This design comes from an exercise in tuning for small area on the open sky130 flow, not from production work.
Function was checked by simulation only, so behaviour that the tests miss may differ from the original.
No activity file was given, so power comes from the tool's default toggle rates.

File: flow/config.mk
export PLATFORM = sky130hd
export DESIGN_NAME = dwt_module
export DESIGN_NICKNAME = dwt_module
export VERILOG_FILES = /design/flow/design.v
export SDC_FILE = /design/flow/constraint.sdc
export NUM_CORES = 4
export LEC_CHECK = 0
export CAP_MARGIN = 20
export CORE_MARGIN = 2
export CORE_UTILIZATION = 40
export PLACE_DENSITY = 0.6
export SLEW_MARGIN = 20
File: flow/constraint.sdc
create_clock -name core_clock -period 10.0 [get_ports {clk}]
set_input_delay 2.0000 -clock core_clock [delete_from_list [all_inputs] [get_ports {clk}]]
set_output_delay 2.0000 -clock core_clock [all_outputs]
set_load 0.01 [all_outputs]
File: flow/design.v
module cdf5_3 (
input logic clk, resetn, en, dis,
input logic [7:0] in0, in1, in2,
output logic [7:0] out_s, out_d,
output logic result);
	localparam logic ST_IDLE = 1'b0, ST_PROC = 1'b1;
	logic state, next_state;
	logic signed [15:0] x0, x1, x2;
	logic signed [15:0] d_prev;
	logic signed [15:0] s, d;
	always_ff @ (posedge clk or negedge resetn)
	begin
		if (~resetn) state <= ST_IDLE;
		else state <= next_state;
	end
	always_comb
	begin
        next_state = state;
		case (state)
		ST_IDLE:
			if (en) next_state = ST_PROC;
			else next_state = ST_IDLE;
		ST_PROC:
			if (dis) next_state = ST_IDLE;
			else next_state = ST_PROC;
		default:
			next_state = ST_IDLE;
		endcase
	end
	always_ff @ (posedge clk or negedge resetn)
	begin
		if (!resetn)
		begin
			d_prev <= 0;
			result <= 0;
		end
		else	
		case (state)
		ST_IDLE:
			begin				
				result <= 0;
				if (en)
					d_prev <= 0;
			end
		ST_PROC:
			begin				
				result <= 1;
				d_prev <= d;
			end
		endcase
	end
	always_ff @ (posedge clk)
	begin
		if (resetn)
		case (state)
		ST_IDLE:
			if (en)
			begin
				x0 <= in0;
				x1 <= in1;
				x2 <= in2;
			end
		ST_PROC:
			begin
				x0 <= in0;
				x1 <= in1;
				x2 <= in2;
			end
		endcase
	end
	always_ff @ (posedge clk or negedge resetn)
	begin
	if (!resetn)
		begin
			out_s <= 0;
			out_d <= 0;
		end
		else
		begin
			out_s <= s[7:0];
			out_d <= d[7:0];
		end
	end
	always_comb
	begin
		d = x1 - ((x0 + x2) >>> 1);
		s = x0 + ((d + d_prev) >>> 2);
	end
endmodule
module row_to_cdf #(parameter LENGTH = 64)
(
input logic clk, resetn, en,
input logic [LENGTH*8-1:0] in,
output logic [7:0] out0, out1, out2,
output logic result);
	localparam logic ST_IDLE = 1'b0, ST_PROC = 1'b1;
	logic state, next_state;
	logic [7:0] counter;
	always_ff @ (posedge clk or negedge resetn)
	begin
		if (~resetn) state <= ST_IDLE;
		else state <= next_state;
	end
	always_comb
	begin
        next_state = state;
		case (state)
		ST_IDLE:
			if (en) next_state = ST_PROC;
			else next_state = ST_IDLE;
		ST_PROC:
			if (counter == LENGTH - 2) next_state = ST_IDLE;
			else next_state = ST_PROC;
		default:
			next_state = ST_IDLE;
		endcase
	end
	always_ff @ (posedge clk or negedge resetn)
	begin
		if (!resetn)
		begin
			result <= 0;
			counter <= 0;
		end
		else
		case (state)
		ST_IDLE:
			begin				
				if (en)
				begin
					result <= 1;
					counter <= counter + 2;
				end
				else 
				begin
					counter <= 0;
					result <= 0;
				end
			end
		ST_PROC:
			begin
				result <= 1;
				counter <= counter + 2;
			end
	    endcase		
	end
	always_ff @ (posedge clk)
	begin
		if (resetn)
		case (state)
		ST_IDLE:
			if (en)
			begin
				out0 <= in[0*8 +: 8];
				out1 <= in[1*8 +: 8];
				out2 <= in[2*8 +: 8];
			end
		ST_PROC:
			begin
				out0 <= in[counter*8 +: 8];
				out1 <= in[(counter + 1)*8 +: 8];
				if (counter == LENGTH - 2) out2 <= in[(counter + 1)*8 +: 8]; else out2 <= in[(counter + 2)*8 +: 8];
			end
		endcase
	end
endmodule
module coefs_to_row #(parameter LENGTH = 64) (
input logic clk, en, resetn,
input logic [7:0] s, d,
output logic [7:0] out,
output logic result);	
	logic [7:0] counter;
	logic [7:0] d_bank [0:LENGTH/2-1];
	localparam logic [1:0] ST_IDLE = 2'd0, ST_OUT_S = 2'd1, ST_OUT_D = 2'd2;
	logic [1:0] state, next_state;
	always_ff @ (posedge clk or negedge resetn)
	begin
		if (~resetn) state <= ST_IDLE;
		else state <= next_state;
	end
	always_comb
	begin
        next_state = state;
		case (state)
		ST_IDLE:
			if (en) next_state = ST_OUT_S;
			else next_state = ST_IDLE;
		ST_OUT_S:
			if (counter == LENGTH / 2) next_state = ST_OUT_D;
			else next_state = ST_OUT_S;
		ST_OUT_D:
			if (counter == LENGTH / 2) next_state = ST_IDLE;
			else next_state = ST_OUT_D;
		default:
			next_state = ST_IDLE;
		endcase
	end
	always_ff @ (posedge clk or negedge resetn)
	begin
		if (~resetn)
		begin
			counter <= 0;
			result <= 0;
		end
		else
		case (state)
		ST_IDLE:
		begin
			if (en)
			begin
				counter <= 1;
				result <= 1;
			end
			else
			begin
				result <= 0;
				counter <= 0;
			end		
		end
		ST_OUT_S:
			begin		
				if (counter == LENGTH / 2) counter <= 0; else counter <= counter + 1;
				result <= 1;
			end
		ST_OUT_D:
			begin		
				if (counter == LENGTH / 2)
				begin
					counter <= 0;
					result <= 0;
				end
				else 
				begin
					counter <= counter + 1;
					result <= 1;
				end
			end
		endcase		
	end
	always_ff @ (posedge clk)
	begin
		if (resetn)
		case (state)
		ST_IDLE:
			if (en)
			begin
				d_bank[0] <= d;
				out <= s;
			end
		ST_OUT_S:
			begin
				if (counter < LENGTH / 2) d_bank[counter] <= d;
				out <= s;
			end
		ST_OUT_D:
			out <= (counter < LENGTH / 2) ? d_bank[counter] : 8'd0;
		endcase
	end
endmodule
module row_shift_bank #(parameter LENGTH = 64) (
input logic clk, en, resetn,
input logic [7:0] in,
output logic [7:0] out);
	logic [7:0] data[0:LENGTH-1];
	always_ff @ (posedge clk or negedge resetn)
	begin
		if (!resetn)
			for (int i = 0; i < LENGTH; i=i+1)
				data[i] <= 0;
		else
		if (en)
		begin
			for (int i = 1; i < LENGTH; i=i+1)
				data[i] <= data[i-1];
			data[0] <= in;
		end
	end
	always_ff @ (posedge clk)
	begin
		if (resetn && en)
			out <= data[LENGTH-1];
	end
endmodule
module row_processor #(parameter LENGTH = 64) (
input logic clk, resetn, en,
input logic [LENGTH*8-1:0] in,
output logic [7:0] s, d,
output logic result);
	logic [7:0] x0, x1, x2;
	logic tf_en, tf_dis;
	logic df_res;
	logic [9:0] counter;
	localparam logic ST_IDLE = 1'b0, ST_PROC = 1'b1;
	logic state, next_state;
	cdf5_3 transformer(clk, resetn, tf_en, tf_dis, x0, x1, x2, s, d, result);
	row_to_cdf #(.LENGTH(LENGTH)) data_former(clk, resetn, en, in, x0, x1, x2, df_res);
	always_ff @ (posedge clk or negedge resetn)
	begin
		if (~resetn) state <= ST_IDLE;
		else state <= next_state;
	end
	always_comb
	begin
        next_state = state;
		case (state)
		ST_IDLE:
			if (en) next_state = ST_PROC;
			else next_state = ST_IDLE;
		ST_PROC:
			if (counter == LENGTH / 2 + 1) next_state = ST_IDLE;
			else next_state = ST_PROC;
		default:
			next_state = ST_IDLE;
		endcase
	end
	always_ff @ (posedge clk or negedge resetn)
	begin
		if (!resetn)
		begin
			tf_en <= 0;	
			tf_dis <= 0;			
		end
		else
		case (state)
		ST_IDLE:
			begin				
				tf_en <= 0;
				tf_dis <= 0;
				if (en) tf_en <= 1;
			end
		ST_PROC:
			begin
				tf_en <= 0;
				if (counter == LENGTH / 2 - 1) tf_dis <= 1; else tf_dis <= 0;
			end
	    endcase		
	end
	always_ff @ (posedge clk)
	begin
		if (resetn)
		case (state)
		ST_IDLE: counter <= 0;
		ST_PROC: counter <= counter + 1;
		endcase
	end
endmodule
module col_processor #(parameter LENGTH = 64) (
input logic clk, resetn, en,
input logic [7:0] row_0, row_1, row_2,
input logic row_bank_en,
input logic iter_var,
output logic [7:0] s, d,
output logic result);
	logic [7:0] r0_input;
	logic [7:0] bank_out;
	logic tf_en, tf_dis, tf_res;
	logic [8:0] counter;
	localparam logic ST_IDLE = 1'b0, ST_PROC = 1'b1;
	logic state, next_state;
	cdf5_3 transformer(clk, resetn, tf_en, tf_dis, r0_input, row_1, row_2, s, d, tf_res);	
	row_shift_bank #(.LENGTH(LENGTH)) bank(clk, row_bank_en, resetn, row_2, bank_out);
	always_ff @ (posedge clk or negedge resetn)
	begin
		if (~resetn) state <= ST_IDLE;
		else state <= next_state;
	end
	always_comb
	begin
        next_state = state;
		case (state)
		ST_IDLE:
			if (en) next_state = ST_PROC;
			else next_state = ST_IDLE;
		ST_PROC:
			if (counter == LENGTH) next_state = ST_IDLE;
			else next_state = ST_PROC;
		default:
			next_state = ST_IDLE;
		endcase
	end
	always_ff @ (posedge clk or negedge resetn)
	begin
		if (!resetn)
		begin
			counter <= 0;
		end
		else
		case (state)
		ST_IDLE:			
			counter <= 0;
		ST_PROC:
			counter <= counter + 1;		
	    endcase		
	end
	always_comb
	begin
		if (en) tf_en = 1; else tf_en = 0;
		if (counter == LENGTH - 1) tf_dis = 1; else tf_dis = 0;
		if (tf_res == 1) result = 1; else result = 0;
		if (iter_var)
			r0_input = bank_out;
		else
			r0_input = row_0;
	end
endmodule
module block_processor #(parameter LENGTH = 64) (
input logic clk, en, resetn,
input logic [1:0] iter_flag,
input logic [LENGTH*8-1:0] in_row_0, in_row_1, in_row_2,
output logic [7:0] s, d,
output logic result);
	logic [7:0] rp0_s, rp0_d;
	logic [7:0] rp1_s, rp1_d;
	logic [7:0] rp2_s, rp2_d;
	logic rp0_en, rp1_en, rp2_en, rp0_res, rp1_res, rp2_res;
	logic [7:0] cp_in2;
	logic cp_en, cp_res;
	logic cp_rb_en;
	logic iter_var;
	logic cr_en0, cr_en1, cr_en2;
	logic [7:0] cr0_out, cr1_out, cr2_out;
	logic cr_res0, cr_res1, cr_res2;	
	logic [9:0] counter;
	localparam logic [1:0] ST_IDLE = 2'd0, ST_ROW_PROC = 2'd1, ST_COL_PROC = 2'd2;
	logic [1:0] state, next_state;
	row_processor #(.LENGTH(LENGTH)) rp0(clk, resetn, rp0_en, in_row_0, rp0_s, rp0_d, rp0_res);
	row_processor #(.LENGTH(LENGTH)) rp1(clk, resetn, rp1_en, in_row_1, rp1_s, rp1_d, rp1_res);
	row_processor #(.LENGTH(LENGTH)) rp2(clk, resetn, rp2_en, in_row_2, rp2_s, rp2_d, rp2_res);
	coefs_to_row #(.LENGTH(LENGTH)) cr0(clk, cr_en0, resetn, rp0_s, rp0_d, cr0_out, cr_res0);
	coefs_to_row #(.LENGTH(LENGTH)) cr1(clk, cr_en1, resetn, rp1_s, rp1_d, cr1_out, cr_res1);
	coefs_to_row #(.LENGTH(LENGTH)) cr2(clk, cr_en2, resetn, rp2_s, rp2_d, cr2_out, cr_res2);
	col_processor #(.LENGTH(LENGTH)) cp(clk, resetn, cp_en, cr0_out, cr1_out, cp_in2, cr_res1, iter_var, s, d, cp_res);
	always_ff @ (posedge clk or negedge resetn)
	begin
		if (~resetn) state <= ST_IDLE;
		else state <= next_state;
	end
	always_comb
	begin
      next_state = state;
		case (state)
		ST_IDLE:
			if (en) next_state = ST_ROW_PROC;
			else next_state = ST_IDLE;
		ST_ROW_PROC:
			if (rp1_res) next_state = ST_COL_PROC;
			else next_state = ST_ROW_PROC;
		ST_COL_PROC:
			if (counter == LENGTH) next_state = ST_IDLE;
			else next_state = ST_COL_PROC;
		default:
			next_state = ST_IDLE;
		endcase
	end
	always_ff @ (posedge clk or negedge resetn)
	begin
		if (!resetn)
			counter <= 0;
		else
		case (state)
		ST_ROW_PROC:				
				counter <= 0;
		ST_COL_PROC:
				counter <= counter + 1;
		default: ;
	    endcase		
	end
	always_comb
	begin
		if (en && iter_flag == 0) rp0_en = 1; else rp0_en = 0;
		if (en) rp1_en = 1; else rp1_en = 0;
		if (en && iter_flag != 2) rp2_en = 1; else rp2_en = 0;	
		if (state == ST_ROW_PROC && rp0_res) cr_en0 = 1; else cr_en0 = 0;
		if (state == ST_ROW_PROC && rp1_res) cr_en1 = 1; else cr_en1 = 0;
		if (state == ST_ROW_PROC && rp2_res) cr_en2 = 1; else cr_en2 = 0;
		if (state == ST_COL_PROC && counter == 0) 
			cp_en = 1; 
		else 
			cp_en = 0;
		if (iter_flag == 0)
			iter_var = 0; 
		else 
			iter_var = 1;
		if (iter_flag == 2)
			cp_in2 = cr1_out;
		else
			cp_in2 = cr2_out;
		result = cp_res;
	end
endmodule
module input_block #(parameter LENGTH = 64) (
input logic clk, en, resetn,
input logic [1:0] iter_flag,
input logic [7:0] in,
output logic [LENGTH*8-1:0] out_row_0,
output logic [LENGTH*8-1:0] out_row_1,
output logic [LENGTH*8-1:0] out_row_2,
output logic full_flag);	
	logic [9:0] counter;
	logic [1:0] iter;
	logic [7:0] mem [0:(LENGTH*3)-1];
	localparam logic [1:0] ST_IDLE = 2'd0, ST_INPUT = 2'd1, ST_OUTPUT = 2'd2;
	logic [1:0] state, next_state;
	always_ff @ (posedge clk or negedge resetn)
	begin
		if (~resetn) state <= ST_IDLE;
		else state <= next_state;
	end
	always_comb
	begin
        next_state = state;
		case (state)
		ST_IDLE:
			if (en) next_state = ST_INPUT;
			else next_state = ST_IDLE;
		ST_INPUT:
		begin
			if (iter == 0)
				if (counter == (LENGTH*3)-1)
					next_state = ST_OUTPUT;
				else
					next_state = ST_INPUT;
			if (iter == 1)
				if (counter == (LENGTH*2)-1)
					next_state = ST_OUTPUT;
				else
					next_state = ST_INPUT;
			if (iter == 2)
				if (counter == LENGTH-1)
					next_state = ST_OUTPUT;
				else
					next_state = ST_INPUT;
		end
		ST_OUTPUT:
			next_state = ST_IDLE;
		default:
			next_state = ST_IDLE;
		endcase
	end
	always_ff @ (posedge clk or negedge resetn)
	begin
		if (~resetn)
		begin
			counter <= 0;
		end
		else
		case (state)
		ST_IDLE:
			if (en)
				counter <= 1;				
		ST_INPUT:
			counter <= counter + 1;
		default: ;
		endcase
	end
	always_ff @ (posedge clk)
	begin
		if (resetn)
		case (state)
		ST_IDLE:
			if (en)
			begin
				mem[0] <= in;
				iter <= iter_flag;
			end
		ST_INPUT:
			if (counter < LENGTH*3)
				mem[counter] <= in;
		default: ;
		endcase
	end
	assign full_flag = (state == ST_OUTPUT);
	for (genvar i = 0; i < LENGTH; i++)
	begin : g_rows
		assign out_row_0[i*8 +: 8] = mem[i];
		assign out_row_1[i*8 +: 8] = (iter == 0) ? mem[LENGTH + i] : mem[i];
		assign out_row_2[i*8 +: 8] = (iter == 0) ? mem[LENGTH*2 + i] : mem[LENGTH + i];
	end
endmodule
module dwt_module(
input logic clk, en, resetn,
input logic [7:0] in,
output logic [7:0] s, d,
output logic result, rdy);
	localparam LENGTH = 64;
	logic [8:0] result_counter;
	logic [7:0] block_counter;
	logic ip_en, ip_full;
	logic [1:0] iter_flag;
	logic [LENGTH*8-1:0] ip_row_0;
	logic [LENGTH*8-1:0] ip_row_1;
	logic [LENGTH*8-1:0] ip_row_2;
	localparam logic [1:0] ST_IDLE = 2'd0, ST_FIRST_BLOCK = 2'd1, ST_MAIN_BLOCK = 2'd2, ST_LAST_BLOCK = 2'd3;
	logic [1:0] state, next_state;
	input_block #(.LENGTH(LENGTH)) ip(clk, ip_en, resetn, iter_flag, in, ip_row_0, ip_row_1, ip_row_2, ip_full);	
	block_processor #(.LENGTH(LENGTH)) bp(clk, ip_full, resetn, iter_flag, ip_row_0, ip_row_1, ip_row_2, s, d, result);
	always_ff @ (posedge clk or negedge resetn)
	begin
		if (~resetn) state <= ST_IDLE;
		else state <= next_state;
	end
	always_comb
	begin
        next_state = state;
		case (state)
		ST_IDLE:
			if (en) next_state = ST_FIRST_BLOCK;
			else next_state = ST_IDLE;
		ST_FIRST_BLOCK:
			if (block_counter == 1) next_state = ST_MAIN_BLOCK;
			else next_state = ST_FIRST_BLOCK;
		ST_MAIN_BLOCK:
			if (block_counter == LENGTH/2-1) next_state = ST_LAST_BLOCK;
			else next_state = ST_MAIN_BLOCK;
		ST_LAST_BLOCK:
			if (block_counter == LENGTH/2) next_state = ST_IDLE;
			else next_state = ST_LAST_BLOCK;
		default:
			next_state = ST_IDLE;
		endcase
	end
	always_ff @ (posedge clk or negedge resetn)
	begin
		if (!resetn)
		begin
			iter_flag <= 0;
			rdy <= 0;
			ip_en <= 0;
		end
		else
		case (state)
		ST_IDLE:
		begin
			iter_flag <= 0;
			if (en) 
			begin
				ip_en <= 1;				
				rdy <= 0;				
			end
			else 
			begin
				rdy <= 1;
				ip_en <= 0;
			end
		end
		ST_FIRST_BLOCK:
		begin
			ip_en <= 0;
			if (block_counter == 1)	rdy <= 1; else rdy <= 0;
		end
		ST_MAIN_BLOCK:
		begin
			if (block_counter == LENGTH/2-1) iter_flag <= 2; else iter_flag <= 1;
			if (en)
			begin
				ip_en <= 1;
				rdy <= 0;
			end
			else
			begin
				ip_en <= 0;
				if (result_counter == LENGTH) rdy <= 1; else rdy <= 0;
			end
		end
		ST_LAST_BLOCK:
		begin
			iter_flag <= 2;
			if (en)
			begin
				ip_en <= 1;
				rdy <= 0;
			end
			else
			begin
				ip_en <= 0;
				if (result_counter == LENGTH) rdy <= 1; else rdy <= 0;
			end
		end
	    endcase		
	end
	always_ff @ (posedge clk or negedge resetn)
	begin
		if (!resetn)
		begin
			result_counter <= 0;
			block_counter <= 0;
		end
		else
		begin
			if (block_counter == LENGTH/2)
				block_counter <= 0;
			else
			if (result_counter == LENGTH)
			begin
				result_counter <= 0;
				block_counter <= block_counter + 1;
			end
			else
			begin
				if (result) result_counter <= result_counter + 1;
			end
		end
	end
endmodule
File: flow/run.sh
#!/bin/bash
# synth_recipe.tcl (not shown) runs the flow's synth.tcl, then flattens the netlist and writes it again
# the make line also repeats each setting of config.mk as NAME=value (left out here)
make -C /OpenROAD-flow-scripts/flow DESIGN_CONFIG=/design/flow/config.mk WORK_HOME=/design/flow/orfs CLKGATE_MAP_FILE= SYNTH_SCRIPT=/design/flow/synth_recipe.tcl finish
==> out/results.ini <==
[run_status]
status = finished clean

[power]
p_leak_nw = 57.02
power_density_mw_per_mm2 = 171.3
finalPower_w = 0.02844
ir_worst_vdd_mv = 0.2123

[die]
start_util_pct = 40.08
coreArea_mm2 = 0.3714
pin_count = 29
die_y_um = 614.0
die_x_um = 614.0
rows = 224
die-area_mm2 = 0.3770

[clock_tree]
cts-htree-levels = 5
insertion_delay_ns = 0.98
clockBufferDepth = 4
cts_sinks = 3281
cts_hold_buf = 0
clk_pin_slew_worst_paths_ns = 0.06
post-cts-setup-buffers = 0
clock-root-buffer = clkbuf_16
cts_tree = built
numCtsBuffers = 353
cts.repair.resized = 0

[global_routing]
grt_use_total_pct = 27.57
antenna_found_initial = 46
grt_max_degree = 186
grt_pass1_wl_mm = 733.7
grt-ovfl-total = 0
grt_pass1_vias = 93300

[critical_path]
worstSetupStartpointType = flip-flop
cp-end-kind = flip-flop
crit_type = flip-flop to flip-flop
worst-r2r-cell-count = 24
critPathRequiredTime_ns = 10.82
crit_arrival_ns = 6.19
crit_fanout = 6

[layout]
ff_latch_area_mm2 = 0.09487
nets = 10110
fill_cells = 32560
final_area_mm2 = 0.1661
drive_gt1_share_pct = 20.74
areaGrowthSynthToFinish_pct = 11.58
multi_input_area_mm2 = 0.05054

[synthesis]
synth.area.mux_share_pct = 17.51
synth_cells = 9973
async_flop_share_pct = 22.71
syn_area_per_cell_um2 = 14.92
yosys_most_used_dff = edfxtp_1
synth_xor_area_share_pct = 0.8885
yosys.area.top_type = edfxtp_1
synth_top_family_by_area = multiplexers
ys_seq_area_share_pct = 63.69
yosys_warnings = 10
synth-seq-cells = 3281
yosys.area_share.simple_pct = 6.677
yosysTopAreaCellShare_pct = 51.16
ys_top_cells_by_area = edfxtp_1, dfrtp_1, mux4_2, mux2_2, mux2i_1
netlist_area_mm2 = 0.1488
ys_types = 91
yosysMostFrequentCell = edfxtp_1
synth_common_cells = edfxtp_1, nand2_1, dfrtp_1
synth_compound_area_share_pct = 7.179
synthAdderAreaFrac_pct = 1.582
syn_nets = 10170
synth_edf_count = 2536

[sta]
rsz0062_at_grt = no
skew_ns = 0.06824
setup-tns-final_ns = 0
worst_pin_slew_ns = 1.318
hold_viol = 0
period_share_pct = 53.68
setup_violations = 0
post-route-min-period_ns = 5.368
slew_viol_final = 0
slew_headroom_pct = 12.12
timing.fmax_ghz = 0.1863

[route]
ant_nets = 0
vias = 95520
drt-initial-drc-count = 13710
routed_via_density = 6.281
wl_mm = 529.4
dr.pass1.iters = 9
drc = 0
wl_per_cell_um = 34.81

[placed_design]
gp_congestion = 1.080
numPortBuffers = 28
dpl.hpwl_mm = 368.3
placed_cell_area_mm2 = 0.1542

[worst_hold_path]
worstHoldPathCells = 0
hold_class = flip-flop to flip-flop

[job]
cap_viol_max_count = 0

## path summary, 6_finish.rpt
check | from | end | slack [ns]
max | bp.rp2.transformer.x0[1] | bp.rp2.transformer.out_s[7] | 4.63
min | bp.rp0.data_former.out2[1] | bp.rp0.transformer.x2[1] | 0.40
max reg2reg | bp.rp2.transformer.x0[1] | bp.rp2.transformer.out_s[7] | 4.63
min reg2reg | bp.rp0.data_former.out2[1] | bp.rp0.transformer.x2[1] | 0.40
max in group asynchronous | resetn | bp.cp.bank.data[38][5] | 6.30
min in group asynchronous | resetn | bp.cr2.counter[2] | 0.94
## stage by stage
step	cells	utilization [%]	hold WS, ns	worst slack (ns)
after global placement	14540	41.51	0.4055	4.458
after CTS	15190	44.69	0.4139	4.643
after detailed placement	14540	41.52	0.4045	4.390
after floorplan	9973	-	0.3519	5.454
final	15210	44.72	0.3963	4.632
after global routing	15190	44.71	0.4182	4.148
## power breakdown
group | internal [W] | switching, W
logic | 0.0000716 | 0.000356
clock network | 0.00768 | 0.00561
registers | 0.0147 | 0.0000455
total | 0.0224 | 0.00601
## metal layers
metal	up-vias	track usage [%]	part of all wire, %
li1	38770	-	-
met1	48760	35.79	38
met2	6344	41.31	44
met3	1612	7.140	11
met4	38	17.21	7.4
met5	-	0.06457	0.051
## cell type report
cell class / instances / share of cell area, %
Sequential cell: 3281 / 57.12
Multi-Input combinational cell: 5901 / 30.43
Clock buffer: 456 / 5.847
Tap cell: 4972 / 3.746
Timing Repair Buffer: 249 / 1.269
Clock inverter: 193 / 1.238
Inverter: 136 / 0.3134
Antenna cell: 21 / 0.03164
## sequential cells by signal (all words and copies together), names as in the netlist, 256 cells and up
register,flops
bp.cp.bank.data,512
bp.cr0.d_bank,256
bp.cr1.d_bank,256
bp.cr2.d_bank,256
ip.mem,1536
## layout by cell type (no fill, tap or decap), drive strengths merged, types with 177 or more instances in the layout
master / count
a21oi: 438
dfrtp: 745
nand2: 881
o21ai: 290
nor2: 609
clkbuf: 456
buf: 230
mux4: 627
nand3: 177
mux2: 563
edfxtp: 2536
mux2i: 560
## worst max-delay path, cell delays in order (launching register included)
cell,delay (ns)
edfxtp_1,0.51
inv_1,0.10
fa_1,0.43
inv_1,0.07
a21oi_1,0.06
o21ai_0,0.27
a21oi_1,0.12
o21bai_1,0.22
xnor2_1,0.10
ha_1,0.32
o21ai_0,0.09
a21oi_1,0.26
o21ai_0,0.16
nor2b_1,0.18
xnor2_1,0.23
ha_1,0.32
nor4_1,0.09
a31oi_1,0.14
nand2_1,0.08
a211o_1,0.23
ha_1,0.19
o41ai_1,0.53
xnor2_1,0.16
xnor2_1,0.17
xnor2_1,0.17
## cell families after synthesis
| kind of cell | after synthesis |
|---|---|
| flops | 3281 |
| simple gates | 2203 |
| mux | 1750 |
| compound gates | 1616 |
| buf+inv | 791 |
| fa+ha+maj | 181 |
| xor+xnor | 151 |

-- what the ideal ports hide --
No port has a modelled driver above. Below, the same layout with a new extraction and two added sets of constraints.
Step 1 sets driving cells, clkbuf_16 on the clock port and buf_2 on the other inputs (assumed; they add their load-dependent delay and slew).
Step 2 moves the port delays by t, midway between the first and last clock arrival at a register: inputs arrive t later, outputs are due t later. That takes back most of the time a late clock gives input paths.
Three values: ideal ports, drivers, drivers and shift; two values: the first two.
t (ns): 1.057
slack for setup (ns): 4.632 / 4.632 / 4.204
hold WS [ns]: 0.396 / 0.396 / 0.396
slew at the worst register clock pin (ns): 0.08 / 0.08
After both steps this run still meets setup and hold. The setup slack of this run moves by 0.000 ns with the drivers and by -0.428 ns with both steps.
